What follows belongs to an exercise in optimizing a design on an open flow for small area, a short achievable clock period and few clock cycles; a production flow would make more cautious choices. The RTL was checked by simulation tests, not by an equivalence proof against the original design.

**flow/design.v**
```verilog
`timescale 1ns / 1ps
module control(clk,rst,en,en_extract,en_branch,en_add,en_memory,en_traceback);
input clk,rst,en;
output reg en_extract,en_branch,en_add,en_memory,en_traceback;
reg [2:0] state, nxt_state;
reg [3:0] count;
localparam [2:0] s0 = 000;  
localparam [2:0] s1 = 001;  
localparam [2:0] s2 = 010;  
localparam [2:0] s3 = 011;  
localparam [2:0] s4 = 100;  
always @ (posedge clk or negedge rst)
begin
    if (rst == 0)
    begin
        count <= 0;
        state <= s0;
    end
    else
    begin
        if (en == 1)
        begin
            count <= count + 1; 
            state <= nxt_state;
        end
        else 
        begin
            count <= count;
            state <= state; 
        end
    end
end
always @ (*) 
begin
    if(en == 1)
    begin
    case(state)
    s0:
    begin
        en_extract=0; en_branch=0; en_add=0; en_memory=0; en_traceback=0;
        nxt_state = s1;
    end
    s1:
    begin
        en_extract=1; en_branch=0; en_add=0; en_memory=0; en_traceback=0;
        nxt_state = s2;
    end
    s2:
    begin
        en_extract=1; en_branch=1; en_add=1; en_memory=0; en_traceback=0;
        nxt_state = s3;
    end
    s3:
    begin
        en_extract=1; en_branch=1; en_add=1; en_memory=1; en_traceback=0;
        if(count < 11)
            nxt_state = s3;
        else 
            nxt_state = s4;
    end
    s4:
    begin
        en_extract=0; en_branch=0; en_add=0; en_memory=1; en_traceback=1;  
        nxt_state = s4;
    end
    default:
    begin
        en_extract=0; en_branch=0; en_add=0; en_memory=0; en_traceback=0;
        nxt_state = s0;
    end
    endcase
    end
    else
    begin
        en_extract=0; en_branch=0; en_add=0; en_memory=0; en_traceback=0;
        nxt_state = s0;
    end
end
endmodule
`timescale 1ns / 1ps
module extract_bit(rst,clk,en_extract,i_data,o_Rx);
input rst,clk,en_extract;
input [15:0] i_data;
output reg [1:0] o_Rx;
reg [3:0] count;
always @ (posedge clk or negedge rst)  
begin
    if (rst == 0)
    begin
        count <= 4'b1111;  
        o_Rx <= 2'b00;
    end
    else 
    begin
        if (en_extract == 1)
        begin
            o_Rx <= {i_data[count], i_data[count - 1]};
            count <= count - 2;  
        end
        else if(en_extract == 0)
        begin
            o_Rx <= 2'b00;
            count <= count;
        end
    end
end
endmodule
`timescale 1ns / 1ps
module branch_metric(rst,en_branch,i_Rx,HD1,HD2,HD3,HD4,HD5,HD6,HD7,HD8);
input rst, en_branch;
input [1:0] i_Rx;
output reg [1:0] HD1,HD2,HD3,HD4,HD5,HD6,HD7,HD8;
always @ (*)  
if(rst == 0)
begin
    HD1 = 0;
    HD2 = 0;
    HD3 = 0;
    HD4 = 0;
    HD5 = 0;
    HD6 = 0;
    HD7 = 0;
    HD8 = 0;
end
else
begin
        if (en_branch == 1)  
        begin
            case (i_Rx)
            2'b00:
            begin
                HD1 = 2'd0;
                HD2 = 2'd2;
                HD3 = 2'd1;
                HD4 = 2'd1;
                HD5 = 2'd2;
                HD6 = 2'd0;
                HD7 = 2'd1;
                HD8 = 2'd1;
            end
            2'b01:
            begin
                HD1 = 2'd1;
                HD2 = 2'd1;
                HD3 = 2'd2;
                HD4 = 2'd0;
                HD5 = 2'd1;
                HD6 = 2'd1;
                HD7 = 2'd0;
                HD8 = 2'd2;
            end
            2'b10:
            begin
                HD1 = 2'd1;
                HD2 = 2'd1;
                HD3 = 2'd0;
                HD4 = 2'd2;
                HD5 = 2'd1;
                HD6 = 2'd1;
                HD7 = 2'd2;
                HD8 = 2'd0;
            end
            2'b11:
            begin
                HD1 = 2'd2;
                HD2 = 2'd0;
                HD3 = 2'd1;
                HD4 = 2'd1;
                HD5 = 2'd0;
                HD6 = 2'd2;
                HD7 = 2'd1;
                HD8 = 2'd1;
            end
            endcase
        end
        else 
        begin
            HD1 = 0;
            HD2 = 0;
            HD3 = 0;
            HD4 = 0;
            HD5 = 0;
            HD6 = 0;
            HD7 = 0;
            HD8 = 0;
    end
end
endmodule
`timescale 1ns / 1ps
module add_compare_select(clk, rst, en_add,
                        HD1, HD2, HD3, HD4, HD5, HD6, HD7, HD8,
                        o_prv_st_00, o_prv_st_10, o_prv_st_01, o_prv_st_11,
                        o_select_node);
input clk, rst, en_add;
input [1:0] HD1, HD2, HD3, HD4, HD5, HD6, HD7, HD8;
output reg [1:0] o_prv_st_00, o_prv_st_01, o_prv_st_10, o_prv_st_11;
output reg [1:0] o_select_node;
reg [4:0] sum00, sum10, sum01, sum11;  
reg [4:0] min_sum;
reg [3:0] count;
reg [1:0] min_node;
always @(posedge clk or negedge rst)
begin
    if(rst == 0)
    begin
        count <= 3'b000;
        sum00 <= 5'b00000;  
        sum10 <= 5'b00000;
        sum01 <= 5'b00000;
        sum11 <= 5'b00000;
        o_prv_st_00 <= 2'b00;
        o_prv_st_01 <= 2'b00;
        o_prv_st_10 <= 2'b00;
        o_prv_st_11 <= 2'b00;
        o_select_node <= 2'b00;
    end
    else 
    begin
    if(en_add == 1)  
    begin   
                if(((HD1 + sum00) == (HD5 + sum01)) || ((HD1 + sum00) < (HD5 + sum01)))
                begin
                    sum00 <= HD1 + sum00;
                    o_prv_st_00 <= 2'b00; 
                end
                else
                begin
                    sum00 <= HD5 + sum01; 
                    o_prv_st_00 <= 2'b01;
                end
                if(((HD2 + sum00) == (HD6 + sum01)) || ((HD2 + sum00) < (HD6 + sum01)))
                begin
                    sum10 <= HD2 + sum00;
                    o_prv_st_10 <= 2'b00;
                end
                else
                begin
                    sum10 <= HD6 + sum01;
                    o_prv_st_10 <= 2'b01;
                end
                if(((HD3 + sum10) == (HD7 + sum11)) || ((HD3 + sum10) < (HD7 + sum11)))
                begin
                    sum01 <= HD3 + sum10;
                    o_prv_st_01 <= 2'b10;
                end
                else
                begin
                    sum01 <= HD7 + sum11;
                    o_prv_st_01 <= 2'b11;
                end
                if(((HD4 + sum10) == (HD8 + sum11)) || ((HD4 + sum10) < (HD8 + sum11)))
                begin
                    sum11 <= HD4 + sum10; 
                    o_prv_st_11 <= 2'b10;
                end
                else
                begin
                    sum11 <= HD8 + sum11;
                    o_prv_st_11 <= 2'b11;
                end
        o_select_node <= min_node;
        count <= count + 1;
    end
    else
    begin
        count <= count;
        sum00 <= sum00;  
        sum10 <= sum10;
        sum01 <= sum01;
        sum11 <= sum11;
        o_prv_st_00 <= 2'b00;
        o_prv_st_01 <= 2'b00;
        o_prv_st_10 <= 2'b00;
        o_prv_st_11 <= 2'b00;
        o_select_node <= 2'b00;
    end
end
end
always @ (posedge clk or negedge rst)  
begin
    if(rst == 0)
    begin 
        min_sum = 5'b11111;
        min_node = 2'b00;
    end
    else
    begin
    if(count == 8 || count > 8)  
        begin 
        if(sum00 < min_sum)  
        begin
            min_sum = sum00;
            min_node = 2'b00;
        end
        else if(sum10 < min_sum) 
        begin
            min_sum = sum10;
            min_node = 2'b10;
        end
        else if(sum01 < min_sum)
        begin
            min_sum = sum01;
            min_node = 2'b01;
        end
        else if(sum11 < min_sum)
        begin
            min_sum = sum11;
            min_node = 2'b11;
        end
        end
        else
        begin
            min_sum = 5'b11111;
            min_node = 2'b00;
        end
    end
end
endmodule
`timescale 1ns / 1ps
module memory(clk,rst,en_memory,i_prv_st_00,i_prv_st_10,i_prv_st_01,i_prv_st_11,
                o_bck_prv_st_00,o_bck_prv_st_10,o_bck_prv_st_01,o_bck_prv_st_11);
input clk,rst,en_memory;
input [1:0] i_prv_st_00,i_prv_st_10,i_prv_st_01,i_prv_st_11;
output reg [1:0] o_bck_prv_st_00,o_bck_prv_st_10,o_bck_prv_st_01,o_bck_prv_st_11;
reg [3:0] count; 
reg [1:0] trellis_diagr[0:3][0:7];
reg [2:0] trace;
integer i;
integer k;
always @ (posedge clk or negedge rst)
begin
    if (rst == 0)
    begin 
        count <= 0; 
        trace <= 7;
        for(i = 0; i < 4; i = i + 1)begin  
            for(k = 0; k < 8; k = k + 1)begin
                trellis_diagr[i][k] <= 2'b00;  
            end
        end
    end
    else 
    begin
        if (en_memory == 1)  
        begin
            if(count < 8)
            begin
            trellis_diagr[0][count] <= i_prv_st_00; 
            trellis_diagr[2][count] <= i_prv_st_10; 
            trellis_diagr[1][count] <= i_prv_st_01;
            trellis_diagr[3][count] <= i_prv_st_11;
            count <= count + 1;
            end
            if(count == 8 || count > 8)
            begin
                o_bck_prv_st_00 <= trellis_diagr[0][trace]; 
                o_bck_prv_st_10 <= trellis_diagr[2][trace]; 
                o_bck_prv_st_01 <= trellis_diagr[1][trace]; 
                o_bck_prv_st_11 <= trellis_diagr[3][trace];
                if(trace != 0)
                trace <= trace - 1;
            end
        end
    end
end
endmodule
`timescale 1ns / 1ps
module traceback_output(clk,rst,en_traceback,i_select_node,
                        i_bck_prv_st_00,i_bck_prv_st_10,i_bck_prv_st_01,i_bck_prv_st_11,
                        o_data,o_done);
input clk,rst,en_traceback;
input [1:0] i_select_node;
input [1:0] i_bck_prv_st_00,i_bck_prv_st_10,i_bck_prv_st_01,i_bck_prv_st_11; 
output reg [7:0] o_data;
output reg o_done;
reg [7:0] select_bit_out;
reg [3:0] count;
reg in_bit;
localparam [1:0] s0 = 2'b00;
localparam [1:0] s1 = 2'b01;
localparam [1:0] s2 = 2'b10;
localparam [1:0] s3 = 2'b11;
reg [1:0] select_node, nxt_select_node; 
always @ (posedge clk or negedge rst)
begin
    if (rst == 0)
    begin
        o_data <= 0;
        o_done <= 0;
        select_bit_out <= 8'b00000000;
        count <= 0;
        select_node <= s0;
    end
    else
    begin
        if (en_traceback == 1) 
        begin
            select_node <= nxt_select_node;
            if(count < 8 || count == 8)
            begin
                count <= count + 1;   
                if (count < 8) select_bit_out[count[2:0]] <= in_bit;  
            end
            else
            begin
                count <= count;
                o_data <= select_bit_out;
                o_done <= 1;
            end
        end
        else
        begin  
            select_node <= i_select_node;
            count <= count;
            select_bit_out <= 8'b00000000;
            o_done <= 0;
        end
    end
end
always @ (*) 
begin
    case (select_node)  
    s0:  
    begin   
        if (i_bck_prv_st_00 == 2'b00)  
        begin
            nxt_select_node = s0;  
        end
        else
        begin
            nxt_select_node = s1;  
        end
        in_bit = 0;
    end
    s1:  
    begin
        if (i_bck_prv_st_01 == 2'b10)
        begin
            nxt_select_node = s2;  
        end
        else
        begin
            nxt_select_node = s3;  
        end
        in_bit = 0;
    end
    s2:  
    begin
        if (i_bck_prv_st_10 == 2'b00)
        begin
            nxt_select_node = s0;  
        end
        else
        begin
            nxt_select_node = s1;  
        end
        in_bit = 1;
    end
    s3:
    begin
        if (i_bck_prv_st_11 == 2'b10)
        begin
            nxt_select_node = s2;  
        end
        else
        begin
            nxt_select_node = s3;  
        end
        in_bit = 1;
    end
    endcase
end
endmodule
`timescale 1ns / 1ps
module viterbi_decoder(sys_clk,rst,en,i_data,o_data,o_done);
input sys_clk,rst,en;
input [15:0] i_data;
output [7:0] o_data;
output o_done;
wire en_e,en_b,en_a,en_m,en_t;
wire [1:0] rx;
wire [1:0] hd1,hd2,hd3,hd4,hd5,hd6,hd7,hd8;
wire [1:0] prv_st_00,prv_st_10,prv_st_01,prv_st_11;
wire [1:0] node;
wire [1:0] bck_prv_st_00,bck_prv_st_10,bck_prv_st_01,bck_prv_st_11;
control C1 (.clk(sys_clk),
            .rst(rst),
            .en(en),
            .en_extract(en_e),
            .en_branch(en_b),
            .en_add(en_a),
            .en_memory(en_m),
            .en_traceback(en_t));
extract_bit Ex1 (.rst(rst),
                 .clk(sys_clk),
                 .en_extract(en_e),
                 .i_data(i_data),
                 .o_Rx(rx));
branch_metric Br1 (.rst(rst),
                   .en_branch(en_b),
                   .i_Rx(rx),
                   .HD1(hd1),
                   .HD2(hd2),
                   .HD3(hd3),
                   .HD4(hd4),
                   .HD5(hd5),
                   .HD6(hd6),
                   .HD7(hd7),
                   .HD8(hd8));
add_compare_select Add1 (.clk(sys_clk),
                         .rst(rst),
                         .en_add(en_a),
                         .HD1(hd1),
                         .HD2(hd2),
                         .HD3(hd3),
                         .HD4(hd4),
                         .HD5(hd5),
                         .HD6(hd6),
                         .HD7(hd7),
                         .HD8(hd8),
                         .o_prv_st_00(prv_st_00),
                         .o_prv_st_10(prv_st_10),
                         .o_prv_st_01(prv_st_01),
                         .o_prv_st_11(prv_st_11),
                         .o_select_node(node));
 memory M1 (.clk(sys_clk),
            .rst(rst),
            .en_memory(en_m),
            .i_prv_st_00(prv_st_00),
            .i_prv_st_10(prv_st_10),
            .i_prv_st_01(prv_st_01),
            .i_prv_st_11(prv_st_11),
            .o_bck_prv_st_00(bck_prv_st_00),
            .o_bck_prv_st_10(bck_prv_st_10),
            .o_bck_prv_st_01(bck_prv_st_01),
            .o_bck_prv_st_11(bck_prv_st_11));
traceback_output Tr1 (.clk(sys_clk),
                      .rst(rst),
                      .en_traceback(en_t),
                      .i_select_node(node),
                      .i_bck_prv_st_00(bck_prv_st_00),
                      .i_bck_prv_st_10(bck_prv_st_10),
                      .i_bck_prv_st_01(bck_prv_st_01),
                      .i_bck_prv_st_11(bck_prv_st_11),
                      .o_data(o_data),
                      .o_done(o_done));
endmodule
```
**flow/run.sh**
```bash
#!/bin/bash
# synth_recipe.tcl (not shown) runs the flow's synth.tcl, then flattens the netlist and writes it again
# the make line also repeats each setting of config.mk as NAME=value (left out here)
make -C /OpenROAD-flow-scripts/flow DESIGN_CONFIG=/design/flow/config.mk WORK_HOME=/design/flow/orfs CLKGATE_MAP_FILE= SYNTH_SCRIPT=/design/flow/synth_recipe.tcl finish
```
**flow/config.mk**
```make
export PLATFORM = sky130hd
export DESIGN_NAME = viterbi_decoder
export DESIGN_NICKNAME = viterbi_decoder
export VERILOG_FILES = /design/flow/design.v
export SDC_FILE = /design/flow/constraint.sdc
export NUM_CORES = 4
export LEC_CHECK = 0
export CAP_MARGIN = 20
export CORE_MARGIN = 2
export CORE_UTILIZATION = 40
export SLEW_MARGIN = 20
```
**flow/constraint.sdc**
```tcl
create_clock -name core_clock -period 5.0 [get_ports {sys_clk}]
set_input_delay 1.0000 -clock core_clock [delete_from_list [all_inputs] [get_ports {sys_clk}]]
set_output_delay 1.0000 -clock core_clock [all_outputs]
set_load 0.01 [all_outputs]
```
==> results of run 1 <==
[registers in the layout (all words and copies together), names as in the netlist, 5 cells and up]
signal and cells:
Add1.sum00 5, Add1.sum10 5, Add1.sum11 5, M1.trellis_diagr 64
Tr1.select_bit_out 8, Add1.sum01 5, Add1.min_sum 5, Tr1.o_data 8
[worst max-delay path by stage]
stage                                      to  start  cells after the start  slack, ps
global placement    Add1.sum11[3]$_DFFE_PN0N_     en                     12        500
finish              Add1.sum11[1]$_DFFE_PN0N_     en                     14        840
floorplan           Add1.sum00[1]$_DFFE_PN0N_     en                     13       1160
detailed placement  Add1.sum11[1]$_DFFE_PN0N_     en                     12        360
CTS                 Add1.sum11[1]$_DFFE_PN0N_     en                     12        860
global route        Add1.sum11[1]$_DFFE_PN0N_     en                     12        570
[metrics by stage]
stage | instances | worst slack (ps) | utilization [%]
global route | 1099 | 572 | 45.8
CTS | 1099 | 861 | 45.8
detailed placement | 1067 | 362 | 43.0
global placement | 1067 | 496 | 43.0
finish | 1099 | 838 | 45.8
floorplan | 796 | 1160 | -
[cell families (layout without fill, tap and decap cells)]
| family | after synthesis | in the layout | share of synthesized area, % |
|---|---|---|---|
| flip-flops | 152 | 152 | 45.2 |
| multiplexers | 104 | 104 | 13.9 |
| AO/OA/AOI/OAI | 146 | 146 | 11.2 |
| adder cells (fa/ha/maj) | 67 | 67 | 9.73 |
| buffers and inverters | 66 | 94 | 3.06 |
| XOR/XNOR | 51 | 51 | 5.32 |
| AND/OR/NAND/NOR | 210 | 210 | 11.7 |
[cell usage in the layout (no fill, tap or decap), types with 3 or more instances in the layout]
| cell | Yosys | layout |
|---|---|---|
| dfrtp_1 | 133 | 133 |
| nand2_1 | 85 | 85 |
| mux2_2 | 77 | 77 |
| ha_1 | 63 | 63 |
| nor2_1 | 45 | 45 |
| xnor2_1 | 39 | 39 |
| a21oi_1 | 39 | 39 |
| o21ai_0 | 37 | 37 |
| inv_1 | 30 | 30 |
| clkdlybuf4s50_1 | 0 | 26 |
| and2_1 | 23 | 23 |
| mux2i_1 | 23 | 23 |
| a22oi_1 | 18 | 18 |
| clkbuf_16 | 0 | 18 |
| nand3_1 | 13 | 13 |
| dfstp_2 | 11 | 11 |
| xor2_1 | 11 | 11 |
| nand2b_1 | 10 | 10 |
| edfxtp_1 | 8 | 8 |
| nand4_1 | 8 | 8 |
| o22a_1 | 6 | 6 |
| a221oi_1 | 5 | 5 |
| nor2b_1 | 5 | 5 |
| inv_6 | 0 | 5 |
| a211oi_1 | 4 | 4 |
| a21o_1 | 4 | 4 |
| mux4_2 | 4 | 4 |
| a222oi_1 | 4 | 4 |
| nand2_2 | 4 | 4 |
| inv_8 | 0 | 4 |
| buf_4 | 1 | 4 |
| a31oi_1 | 3 | 3 |
| o21ai_1 | 3 | 3 |
| or3_1 | 3 | 3 |
| o211ai_1 | 3 | 3 |
| o21a_1 | 3 | 3 |
[layer usage]
metal / share of wire, % / track usage (%) / wire length [um] / up-vias
li1: - / - / - / 2838
met1: 51 / 24.0 / 8960 / 2787
met2: 46 / 25.7 / 8000 / 62
met3: 2.1 / 3.09 / 362 / 15
met4: 1.2 / 4.67 / 204 / 0
met5: 0 / 0 / 0 / -
[area by class of cell]
cell class / instances / share of cell area, %
clock buffers: 19 / 4.72
flip-flops and latches: 152 / 40.1
repair buffers: 32 / 3.25
inverters: 30 / 1.17
well taps: 275 / 3.58
clock inverters: 13 / 1.24
multi-input cells: 578 / 46.0
==> results.txt, run 1 <==
- H-tree levels: 4
- Gate Count Post-Synth: 796
- Worst Path Required: 5350 ps
- Worst-Margin Slew: 820 ps
- Routed len/inst: 16.0 um
- Ant diodes: 0
- Area added between synthesis and finish: 12.7%
- Clock Sinks: 152
- GRT Util Overall: 16.6%
- Period utilization: 83.2%
- Count of different cell masters after synthesis: 65
- Fillcell total: 1919
- FP Rows: 53
- DR pass1 iterations: 5
- Root Driver: clkbuf_16
- Crit-path leading delay family: compound AO/OA/AOI/OAI gates
- #FFs+latches synth: 152
- TritonCTS Buffers: 17
- IO buf count: 27
- Sequential fraction of the synthesis area: 45.2%
- Crit-path max cell delay: 590 ps
- Reg2Reg Depth: 13
- Number of vias per cell: 5.19
- IO Pins: 28
- Die ar.: 0.0225 mm^2
- EDFF count, synth: 8
- Type of the most critical hold path: input port to asynchronous set/reset pin
- Reg area: 0.00386 mm^2
- First-pass GRT wire length: 29400 um
- Postcts setup bufs: 0
- Post-DRT Antenna Nets: 0
- Largest net degree at the start of global routing: 80
- Max Cap Viol: 0
- Hold bufs inserted after CTS: 0
- Final WL: 17500 um
- Setup violators final: 0
- Critical path class: input port to register
- Setup TNS: 0 ps
- Fin. max-slew vios: 0
- NumNets Final: 893
- Slew margin rel.: 45.3%
- Initial Util: 40.6%
- Asr flop ratio synth: 94.7%
- R2r setup slk: 1310 ps
- Area contributors post-synth: dfrtp_1, mux2_2, ha_1
- Worst-path clk slew: 70 ps
- RSZ-0062 raised after global routing: false
- Fin crit period: 4160 ps
- Final Instance Area: 0.00962 mm^2
- Vias: 5702
- CP Launch Type: input port
- Initial drt markers: 292
- Slowest CP cell: o21ai_1
- Worst Path Arrival: 4510 ps
- Max FO, Critical Path: 14
- Fin Clk Skew: 10.9 ps
- Syn avg cell area: 10.7 um^2
- Ys Warns: 7
- Hold WS: 361 ps
- Placed inst area: 0.00905 mm^2
- Final HPWL DP: 12200 um
- Share of cells above drive strength 1: 18.1%
- Area occupied by multi-input gates: 0.00442 mm^2
- Top-area cell type share of the netlist area: 39.0%
- CTS resizes: 0
- Status: finished clean
- Leading area contributor after synthesis: dfrtp_1
- Count leader, synth: dfrtp_1
- Antenna violations before repair: 0
- Clock Latency Late Sink: 430 ps
- DRC: 0
- Post-synth top cells: dfrtp_1, nand2_1, mux2_2
- Remaining Overflow, GRT: 0
- Buf/Inv on CP: 2
- Worst R2R Start: C1.state[2]$_DFFE_PN0P_
- Core area: 0.0210 mm^2
- Critical path endpoint category: register
- CTS tree: done
- GPL Wtd Cong: 0.751
- Reg2reg end: Add1.sum11[1]$_DFFE_PN0N_
- Critical path cell sequence: clkdlybuf4s50_1 > and4b_4 > nor2b_1 > ha_1 > nor2_1 > o21ai_0 > nand2_1 > xor2_1 > inv_1 > ha_1 > nand4_1 > o21ai_1 > mux2_2 > o21ai_0
- Top_reg_cell synth: dfrtp_1
- Final Hold Viols: 0
- Die width: 150 um
- Mapped cell area: 0.00854 mm^2
- FMAX: 240 MHz
- Vias in the first global route: 5569
- Die Y: 150 um
- Clock tree buffer depth: 2
Testbench counts, summed over its fixed seeds: cycles 36,800.
==> run 2, diff against run 1 <==
==> flow/design.v (replaced) <==
`timescale 1ns / 1ps
module viterbi_decoder(sys_clk,rst,en,i_data,o_data,o_done);
input sys_clk,rst,en;
input [15:0] i_data;
output [7:0] o_data;
output o_done;
reg done;
reg [5:0] q;
reg [4:0] pm [0:3];
reg [4:0] nm [0:3];
reg [7:0] sv [0:3];    
reg [7:0] ns [0:3];
reg [1:0] rx;
reg [4:0] ma, mb;
integer k, s, pa, pb;
reg [1:0] ea, eb;
reg [5:0] dec;
always @(*) begin
    for (s = 0; s < 4; s = s + 1) begin pm[s] = 0; sv[s] = 0; end
    for (k = 0; k < 8; k = k + 1) begin
        rx = i_data[15-2*k -: 2];
        for (s = 0; s < 4; s = s + 1) begin
            case (s)
            0: begin pa = 0; pb = 1; ea = 2'b00; eb = 2'b11; end
            2: begin pa = 0; pb = 1; ea = 2'b11; eb = 2'b00; end
            1: begin pa = 2; pb = 3; ea = 2'b10; eb = 2'b01; end
            default: begin pa = 2; pb = 3; ea = 2'b01; eb = 2'b10; end
            endcase
            ma = pm[pa] + (rx[1]^ea[1]) + (rx[0]^ea[0]);
            mb = pm[pb] + (rx[1]^eb[1]) + (rx[0]^eb[0]);
            if (ma <= mb) begin nm[s] = ma; ns[s] = {sv[pa][6:0], s[1]}; end
            else          begin nm[s] = mb; ns[s] = {sv[pb][6:0], s[1]}; end
        end
        for (s = 0; s < 4; s = s + 1) begin pm[s] = nm[s]; sv[s] = ns[s]; end
    end
    dec = sv[0][7:2];
end
always @(posedge sys_clk or negedge rst)
    if (rst == 0) done <= 1'b0;
    else if (en) done <= 1'b1;
always @(posedge sys_clk)
    if (!done) q <= dec;
assign o_done = done;
assign o_data = {q, 2'b00};
endmodule
==> results.txt, run 2 <==
- First-pass GRT wire length: 59000 um (+100%)
- Crit-path leading delay family: adder cells
- Post-synth top cells: inv_1, ha_1, nand2_1
- Slowest CP cell: or4bb_4
- Setup violators final: 6 (+6)
- Worst-Margin Slew: 634 ps (-186 ps)
- Type of the most critical hold path: register to register
- Post-Layout Cell Count: 2267 (+110%)
- Min-Delay Endpoint: done$_DFFE_PN0P_
- Number of vias per cell: 5.40 (+4.0%)
- Worst R2R Start: done$_DFFE_PN0P_
- Root Driver: clkbuf_16
- Hold Crit Start: done$_DFFE_PN0P_
- TritonCTS Buffers: 3 (-14)
- Largest Register: q
- Critical path class: input port to register
- Largest register FFs: 6 (-91%)
- IO buf count: 25 (-7.4%)
- Routed len/inst: 16.1 um (+1.1%)
- Share of cells above drive strength 1: 47.9% (+30 points)
- IO Pins: 28 (unchanged)
- Area added between synthesis and finish: 70.9%
- Crit-path max cell delay: 480 ps (-110 ps)
- Final WL: 36500 um (+110%)
- Vias in the first global route: 12400 (+120%)
- Ys Warns: 5 (-2)
- Post-synthesis mux area share: 6.55% (-7.4 points)
- EDFF count, synth: 6 (-2)
- Area contributors post-synth: ha_1, fa_1, inv_1
- Fin Clk Skew: 0.322 ps (-10.6 ps)
- Top_reg_cell synth: edfxtp_1
- Clock Sinks: 7 (-95%)
- NumNets Final: 2158 (+140%)
- Violated checks: negative setup slack
- Gate Count Post-Synth: 1293 (+62%)
- Antenna violations before repair: 0 (unchanged)
- Post-synthesis adder-cell area fraction: 29.1% (+19 points)
- Syn avg cell area: 7.58 um^2 (-29%)
- Clock Latency Late Sink: 230 ps (-200 ps)
- Area occupied by multi-input gates: 0.0103 mm^2 (+130%)
- Largest family of logic cells by synthesized area: adder cells
- Worst-path clk slew: 40 ps (-30 ps)
- Mapped cell area: 0.00980 mm^2 (+15%)
- Post-placement cell count: 2199 (+110%)
- Worst setup margin: -11520 ps (-12360 ps)
- Status: complete, but fails checks
- Die width: 161 um (+6.9%)
- Commonest non-fill, non-tap cells in the layout: buf_4, inv_1, nand2_1
- Buf/Inv on CP: 21 (+19)
- Final Hold Viols: 0 (unchanged)
- Reg2Reg Depth: 1 (-12)
- Die ar.: 0.0258 mm^2 (+14%)
- Top-area cell type share of the netlist area: 18.0% (-21 points)
- R2r setup slk: 4110 ps (+2800 ps)
- CP Launch Type: input port
- Clock tree buffer depth: 2 (unchanged)
- DR pass1 iterations: 5 (unchanged)
- Most common cell after layout, fill and taps aside: buf_4
- Ant diodes: 0 (unchanged)
- Period utilization: 330% (+250 points)
- Fin. max-slew vios: 0 (unchanged)
- Vias: 12200 (+110%)
- DRC: 0 (unchanged)
- Remaining Overflow, GRT: 0 (unchanged)
- Hold WS: 532 ps (+171 ps)
- Worst Path Arrival: 16490 ps (+11980 ps)
- WHS Path Cells: 1
- Initial Util: 40.5% (-0.10 points)
- Fillcell total: 1892 (-1.4%)
- Asr flop ratio synth: 14.3% (-80 points)
- FP Rows: 57 (+7.5%)
- Simple-gate share of the synthesized area: 21.7% (+10 points)
- Count leader, synth: inv_1
- H-tree levels: 1 (-3)
- #FFs+latches synth: 7 (-95%)
- Fin crit period: 16520 ps (+12360 ps)
- Die Y: 161 um (+6.9%)
- Post-Synth XOR/XNOR Area: 5.63% (+0.31 points)
- FMAX: 60.5 MHz (-75%)
- Top Registers: q (6), done (1)
- Slew margin rel.: 57.3% (+12 points)
- Max Cap Viol: 0 (unchanged)
- CTS tree: done
- RSZ-0062 raised after global routing: true
- Compound-Gate Fraction of Synth Area: 27.4% (+16 points)
- Count of different cell masters after synthesis: 102 (+57%)
- Crit path top cell by count: ha_4
- Final HPWL DP: 30100 um (+150%)
- GRT Util Overall: 27.4% (+11 points)
- Worst Path Required: 4970 ps (-380 ps)
- Post-DRT Antenna Nets: 0 (unchanged)
- Critical path endpoint category: register
- Largest net degree at the start of global routing: 13 (-84%)
- Reg area: 205 um^2 (-95%)
- GPL Wtd Cong: 0.932 (+24%)
- Core area: 0.0242 mm^2 (+15%)
- Reg2reg end: q[5]$_DFFE_PN_
- Initial drt markers: 742 (+150%)
- Leading area contributor after synthesis: ha_1
- Max FO, Critical Path: 6 (-8)
- Sequential fraction of the synthesis area: 2.09% (-43 points)
==> run 2: layout make-up <==
cell class | count | area share [%]
multi-input cells | 1103 | 61.3
repair buffers | 666 | 30.8
inverters | 163 | 3.83
well taps | 324 | 2.42
flip-flops and latches | 7 | 1.23
clock buffers | 3 | 0.448
clock inverters | 1 | 0.0299
==> run 2: worst max-delay path by stage <==
stage	cells after the start	from	to
global route	85	i_data[14]	q[5]$_DFFE_PN_
finish	96	i_data[14]	q[5]$_DFFE_PN_
CTS	88	i_data[14]	q[5]$_DFFE_PN_
global placement	90	i_data[14]	q[4]$_DFFE_PN_
floorplan	88	i_data[14]	q[2]$_DFFE_PN_
detailed placement	90	i_data[14]	q[5]$_DFFE_PN_
==> run 2: metrics by stage <==
stage	setup TNS, ps	util, %	cell area, um^2	worst slack, ps
after floorplan	-67870	-	10500	-11350
after global placement	-76130	63.7	15400	-12730
after detailed placement	-77040	63.7	15400	-12880
after CTS	-67470	67.0	16200	-11270
after global routing	-72520	69.3	16700	-12130
final	-68980	69.3	16700	-11520
==> run 2: what timing repair did <==
item                                    in CTS  in global routing
resized for setup                          103                 95
setup buffers                               47                 16
hold buffers                                 0                  0
pin swaps                                   56                 64
endpoints found under the setup margin       6                  6
cloned                                       1                  0
endpoints found under the hold margin        0                  0
==> run 2: logic make-up (layout without fill, tap and decap cells) <==
group	Yosys count	in the layout
muxes	59	59
adders and majority gates	196	196
xor gates and xnor gates	56	56
DFF	7	7
other	1	2
buffers and inverters	184	833
and+or+nand+nor	407	407
AOI/OAI and AO/OA	383	383
==> run 2: metal layers <==
| layer | vias up | routed length (um) | global-route usage (%) |
|---|---|---|---|
| li1 | 6049 | - | - |
| met1 | 5770 | 16000 | 34.6 |
| met2 | 316 | 18100 | 50.0 |
| met3 | 96 | 1180 | 1.70 |
| met4 | 0 | 1200 | 7.99 |
| met5 | - | 0 | 0 |
Testbench counts of run 2, summed over its fixed seeds: cycles 3,200.

-- separate check: timing with driven ports --
In the flow no input, the clock included, has a driving cell. The finished layouts below were timed again as built, in two steps. Step 1: set_driving_cell puts a clkbuf_16 on sys_clk and a buf_2 on each other input, an assumption about the parent block. Step 2 times the ports against the registers' clock, not the clock port: input delays grow and output delays shrink by t, the midpoint of the rising clock arrivals with the driver on. Slacks: ideal ports / drivers / drivers and shift; pairs: ideal ports / drivers.
run | shift t [ns] | setup slack, ns | worst setup path at the end | slew at the worst register clock pin (ns)
run 1 | 0.467 | 0.838 / 0.855 / 0.389 | input to register | 0.07 / 0.07
run 2 | 0.259 | -11.520 / -11.563 / -11.821 | input to register | 0.04 / 0.04
The setup slack of run 1, which loses most, moves by +0.017 ns with the drivers and by -0.449 ns with both steps.
